Background: an optimization exercise with open tools, aiming at small area. Do not read the settings as production practice.
Where RTL was checked, it was by simulation tests only, not by an equivalence proof against the original.
No activity file was given, so power comes from the tool's default toggle rates.

==> flow/design.v <==
`timescale 1ns / 1ps
module filter (i_clk, i_rst_n, i_data, o_data);
	input i_clk, i_rst_n;
	input  signed [17:0] i_data;
	output reg signed [17:0] o_data;
	reg [3:0] cnt;           
	reg started;             
	reg [197:0] ring;        
	reg [9:0] lo;            
	reg [10:0] hi;            
	reg cy;                  
	reg z;                   
	wire ins = (cnt == 4'd15);
	wire keep = ~ins & started;
	wire [17:0] r10 = ring[197:180];
	wire [17:0] rd0 = ring[35:18];
	wire [17:0] rd1 = ring[107:90];
	wire [17:0] rd2 = ring[161:144];
	reg [2:0] sel_d;
	reg neg_d, sh_d;
	always @(*) begin
		sel_d = 3'd0; neg_d = 1'b0; sh_d = 1'b0;
		case (cnt)
			4'd15: begin sel_d[2] = 1'b1; end
			4'd0: begin sel_d[2] = 1'b1; end
			4'd1: begin sel_d[0] = 1'b1; neg_d = 1'b1; end
			4'd2: begin sel_d[2] = 1'b1; end
			4'd3: begin sel_d[0] = 1'b1; sh_d = 1'b1; end
			4'd4: begin sel_d[0] = 1'b1; end
			4'd5: begin sel_d[1] = 1'b1; neg_d = 1'b1; end
			4'd6: begin sel_d[0] = 1'b1; neg_d = 1'b1; sh_d = 1'b1; end
			4'd7: begin sel_d[2] = 1'b1; neg_d = 1'b1; sh_d = 1'b1; end
			4'd8: begin sel_d[1] = 1'b1; end
			4'd9: begin sel_d[2] = 1'b1; neg_d = 1'b1; end
			4'd10: begin sel_d[2] = 1'b1; end
			4'd11: begin sel_d[1] = 1'b1; neg_d = 1'b1; end
			4'd12: begin sel_d[2] = 1'b1; neg_d = 1'b1; end
			4'd13: begin sel_d[1] = 1'b1; sh_d = 1'b1; end
			default: ;
		endcase
	end
	wire [2:0] sel = sel_d;
	wire neg = neg_d;
	wire sh = sh_d;
	wire [17:0] word = ({18{sel[0]}} & rd0) | ({18{sel[1]}} & rd1) | ({18{sel[2]}} & rd2);
	wire [17:0] tw = word ^ {18{neg}};    
	wire ld = ins;
	wire hs = ~ins & sh;
	wire hp = ~ins & ~sh;
	wire [9:0] lo_b = ({10{hs}} & {hi[0] ^ cy, lo[9:1]}) | ({10{hp}} & lo) | {5'd0, ld, 4'd0};
	wire [10:0] hi_b = ({11{hs}} & {hi[10], hi[10:1]}) | ({11{hp}} & hi);
	wire hi_ci = (hs & hi[0] & cy) | (hp & cy);
	wire [9:0] lo_t = tw[9:0];
	wire [10:0] hi_t = {{3{tw[17]}}, tw[17:10]};
	wire [10:0] la_c;
	wire [9:0] la_s;
	assign la_c[0] = neg;
	genvar la_i;
	generate for (la_i = 0; la_i < 10; la_i = la_i + 1) begin : la_g
		assign la_s[la_i] = lo_b[la_i] ^ lo_t[la_i] ^ la_c[la_i];
		assign la_c[la_i + 1] = (lo_b[la_i] & lo_t[la_i]) | (la_c[la_i] & (lo_b[la_i] ^ lo_t[la_i]));
	end endgenerate
	wire [11:0] ha_c;
	wire [10:0] ha_s;
	assign ha_c[0] = hi_ci;
	genvar ha_i;
	generate for (ha_i = 0; ha_i < 11; ha_i = ha_i + 1) begin : ha_g
		assign ha_s[ha_i] = hi_b[ha_i] ^ hi_t[ha_i] ^ ha_c[ha_i];
		assign ha_c[ha_i + 1] = (hi_b[ha_i] & hi_t[ha_i]) | (ha_c[ha_i] & (hi_b[ha_i] ^ hi_t[ha_i]));
	end endgenerate
	wire [20:0] acc = {hi, lo};
	wire ovf = ~((acc[20] == acc[19]) && (acc[20] == acc[18]));
	wire tie = z & ~acc[0];
	wire en = ins & started;
	wire en_v = en & ~ovf;
	wire en_p = en & ovf & ~acc[20];    
	wire en_n = en & ovf & acc[20];     
	wire [17:0] val = {acc[18:2], acc[1] & ~tie};
	wire [17:0] o_nx = ({18{en_v}} & val) | {en_n, {17{en_p}}} | ({18{~en}} & o_data);
	always @(posedge i_clk, negedge i_rst_n)
		if (!i_rst_n) begin
			cnt <= 4'd0;
			started <= 1'b0;
			o_data <= 18'd0;
		end else begin
			cnt <= cnt + 4'd1;
			started <= started | ins;
			o_data <= o_nx;
		end
	always @(posedge i_clk) begin
		ring <= {ring[179:0], ({18{ins}} & i_data) | ({18{keep}} & r10)};
		lo <= la_s;
		cy <= la_c[10];
		hi <= ha_s;
		z <= ld | (z & ~(hs & lo[0]));
	end
endmodule
clock: 6.0 ns
lec_check: 0
cap_margin: 20
core_margin: 2
core_utilization: 60
cts_cluster_diameter: 60
cts_cluster_size: 20
place_density: 0.7
slew_margin: 20
standard.sh (not shown) runs the stock make flow with config.mk's settings and CLKGATE_MAP_FILE= SYNTH_SCRIPT=/design/flow/synth_recipe.tcl, a recipe that flattens the netlist after the stock synthesis.
==> flow/flow/run.sh <==
#!/bin/bash
# Own layout flow: the standard flow (standard synthesis unchanged), with
#  - the smallest buffer (buf_1) on the ports instead of the default choice,
#  - clock tree of clkbuf_8 with sink clusters sized for this design, without dummy loads,
# The make output goes to standard.log in this folder; ORFS's own per-step
# logs are under orfs/logs.
set -euo pipefail
bash standard.sh \
  "BUFFER_PORTS_ARGS=-buffer_cell sky130_fd_sc_hd__buf_1" \
  "CTS_ARGS=-sink_clustering_enable -repair_clock_nets -dont_use_dummy_load -buf_list sky130_fd_sc_hd__clkbuf_8 -sink_clustering_size 20 -sink_clustering_max_diameter 60" \
  finish > standard.log 2>&1
Edit:
--- a/flow/design.v
+++ b/flow/design.v
@@ -77,5 +77,5 @@
 	wire en_n = en & ovf & acc[20];     
 	wire [17:0] val = {acc[18:2], acc[1] & ~tie};
-	wire [17:0] o_nx = ({18{en_v}} & val) | {en_n, {17{en_p}}} | ({18{~en}} & o_data);
+	wire [17:0] o_nx = en ? (ovf ? {acc[20], {17{~acc[20]}}} : val) : o_data;
 	always @(posedge i_clk, negedge i_rst_n)
 		if (!i_rst_n) begin
=> Maximum frequency increases slightly. Clock power increases slightly. Hold slack is better by 0.029 ns. Power stays flat. Clock-buffer cell count stays the same. Core utilization increases by 1.9 points.
Function not checked in the second run of this note: the RTL went through the layout flow alone.


RTL: the design.v shown in full above, as it stands there.
Settings: LEC_CHECK=0, CAP_MARGIN=20, CORE_MARGIN=2, CORE_UTILIZATION=40, CTS_CLUSTER_DIAMETER=60, CTS_CLUSTER_SIZE=30, SLEW_MARGIN=20; clock period 6.0 ns.
==> flow/flow/run.sh <==
#!/bin/bash
# Own layout flow: the standard flow (standard synthesis unchanged), with
#  - the smallest buffer (buf_1) on the ports instead of the default choice,
#  - clock tree of clkbuf_8 with sink clusters sized for this design, without dummy loads,
#  - power recovery (downsizing of cells off the critical paths) after global
#    routing.
# The make output goes to standard.log in this folder; ORFS's own per-step
# logs are under orfs/logs.
set -euo pipefail
bash standard.sh \
  "BUFFER_PORTS_ARGS=-buffer_cell sky130_fd_sc_hd__buf_1" \
  "CTS_ARGS=-sink_clustering_enable -repair_clock_nets -dont_use_dummy_load -buf_list sky130_fd_sc_hd__clkbuf_8 -sink_clustering_size 20 -sink_clustering_max_diameter 60" \
  "RECOVER_POWER=100" \
  finish > standard.log 2>&1
Change:
--- a/flow/design.v
+++ b/flow/design.v
@@ -4,12 +4,12 @@
 	input  signed [17:0] i_data;
 	output reg signed [17:0] o_data;
 	reg [3:0] cnt;           
 	reg started;             
 	reg [197:0] ring;        
-	reg [9:0] lo;            
-	reg [10:0] hi;            
+	reg [10:0] lo;            
+	reg [9:0] hi;            
 	reg cy;                  
 	reg z;                   
 	wire ins = (cnt == 4'd15);
 	wire keep = ~ins & started;
 	wire [17:0] r10 = ring[197:180];
@@ -45,28 +45,28 @@
 	wire [17:0] word = ({18{sel[0]}} & rd0) | ({18{sel[1]}} & rd1) | ({18{sel[2]}} & rd2);
 	wire [17:0] tw = word ^ {18{neg}};    
 	wire ld = ins;
 	wire hs = ~ins & sh;
 	wire hp = ~ins & ~sh;
-	wire [9:0] lo_b = ({10{hs}} & {hi[0] ^ cy, lo[9:1]}) | ({10{hp}} & lo) | {5'd0, ld, 4'd0};
-	wire [10:0] hi_b = ({11{hs}} & {hi[10], hi[10:1]}) | ({11{hp}} & hi);
+	wire [10:0] lo_b = ({11{hs}} & {hi[0] ^ cy, lo[10:1]}) | ({11{hp}} & lo) | {6'd0, ld, 4'd0};
+	wire [9:0] hi_b = ({10{hs}} & {hi[9], hi[9:1]}) | ({10{hp}} & hi);
 	wire hi_ci = (hs & hi[0] & cy) | (hp & cy);
-	wire [9:0] lo_t = tw[9:0];
-	wire [10:0] hi_t = {{3{tw[17]}}, tw[17:10]};
-	wire [10:0] la_c;
-	wire [9:0] la_s;
+	wire [10:0] lo_t = tw[10:0];
+	wire [9:0] hi_t = {{3{tw[17]}}, tw[17:11]};
+	wire [11:0] la_c;
+	wire [10:0] la_s;
 	assign la_c[0] = neg;
 	genvar la_i;
-	generate for (la_i = 0; la_i < 10; la_i = la_i + 1) begin : la_g
+	generate for (la_i = 0; la_i < 11; la_i = la_i + 1) begin : la_g
 		assign la_s[la_i] = lo_b[la_i] ^ lo_t[la_i] ^ la_c[la_i];
 		assign la_c[la_i + 1] = (lo_b[la_i] & lo_t[la_i]) | (la_c[la_i] & (lo_b[la_i] ^ lo_t[la_i]));
 	end endgenerate
-	wire [11:0] ha_c;
-	wire [10:0] ha_s;
+	wire [10:0] ha_c;
+	wire [9:0] ha_s;
 	assign ha_c[0] = hi_ci;
 	genvar ha_i;
-	generate for (ha_i = 0; ha_i < 11; ha_i = ha_i + 1) begin : ha_g
+	generate for (ha_i = 0; ha_i < 10; ha_i = ha_i + 1) begin : ha_g
 		assign ha_s[ha_i] = hi_b[ha_i] ^ hi_t[ha_i] ^ ha_c[ha_i];
 		assign ha_c[ha_i + 1] = (hi_b[ha_i] & hi_t[ha_i]) | (ha_c[ha_i] & (hi_b[ha_i] ^ hi_t[ha_i]));
 	end endgenerate
 	wire [20:0] acc = {hi, lo};
 	wire ovf = ~((acc[20] == acc[19]) && (acc[20] == acc[18]));
@@ -88,10 +88,10 @@
 			o_data <= o_nx;
 		end
 	always @(posedge i_clk) begin
 		ring <= {ring[179:0], ({18{ins}} & i_data) | ({18{keep}} & r10)};
 		lo <= la_s;
-		cy <= la_c[10];
+		cy <= la_c[11];
 		hi <= ha_s;
 		z <= ld | (z & ~(hs & lo[0]));
 	end
 endmodule
The new run finished but fails on capacitance limit, slew limit.
Sequential cell count does not change.
Via count climbs by 1.1%.
Worst hold slack got worse by 0.0049 ns.
Clock skew came out lower by 0.011 ns.
Core utilization rose by 0.11 points.
Clock-buffer cell count is unchanged.
The RTL of the second run of this note was laid out without a check of its function.

[port drivers added, routing unchanged]
In the flow no input, the clock included, has a driving cell. The finished layouts below were timed again as built, in two steps.
Step 1 assumes that a clkbuf_16 drives the clock port and a buf_2 every other input.
Step 2 adds t to the input delays and takes it off the output delays; t is the mean of the earliest and latest rising clock arrival at the registers after step 1. Input paths then give back, and output paths get back, about the clock's delay inside the block.
Three values: ideal, step 1, step 2; two values: the first two.
run | t (ns) | slack for setup (ns) | worst hold slack (ns) | cell pins on the clock port's net
the first run of note 1 | 0.516 | 0.224 / 0.224 / 0.224 | 0.280 / 0.280 / 0.280 | 1
the second run of note 1 | 0.518 | 0.261 / 0.261 / 0.261 | 0.309 / 0.309 / 0.309 | 1
the first run of note 2 | 0.510 | 0.191 / 0.191 / 0.191 | 0.321 / 0.321 / 0.321 | 1
the second run of note 2 | 0.524 | 0.258 / 0.258 / 0.258 | 0.316 / 0.316 / 0.316 | 1
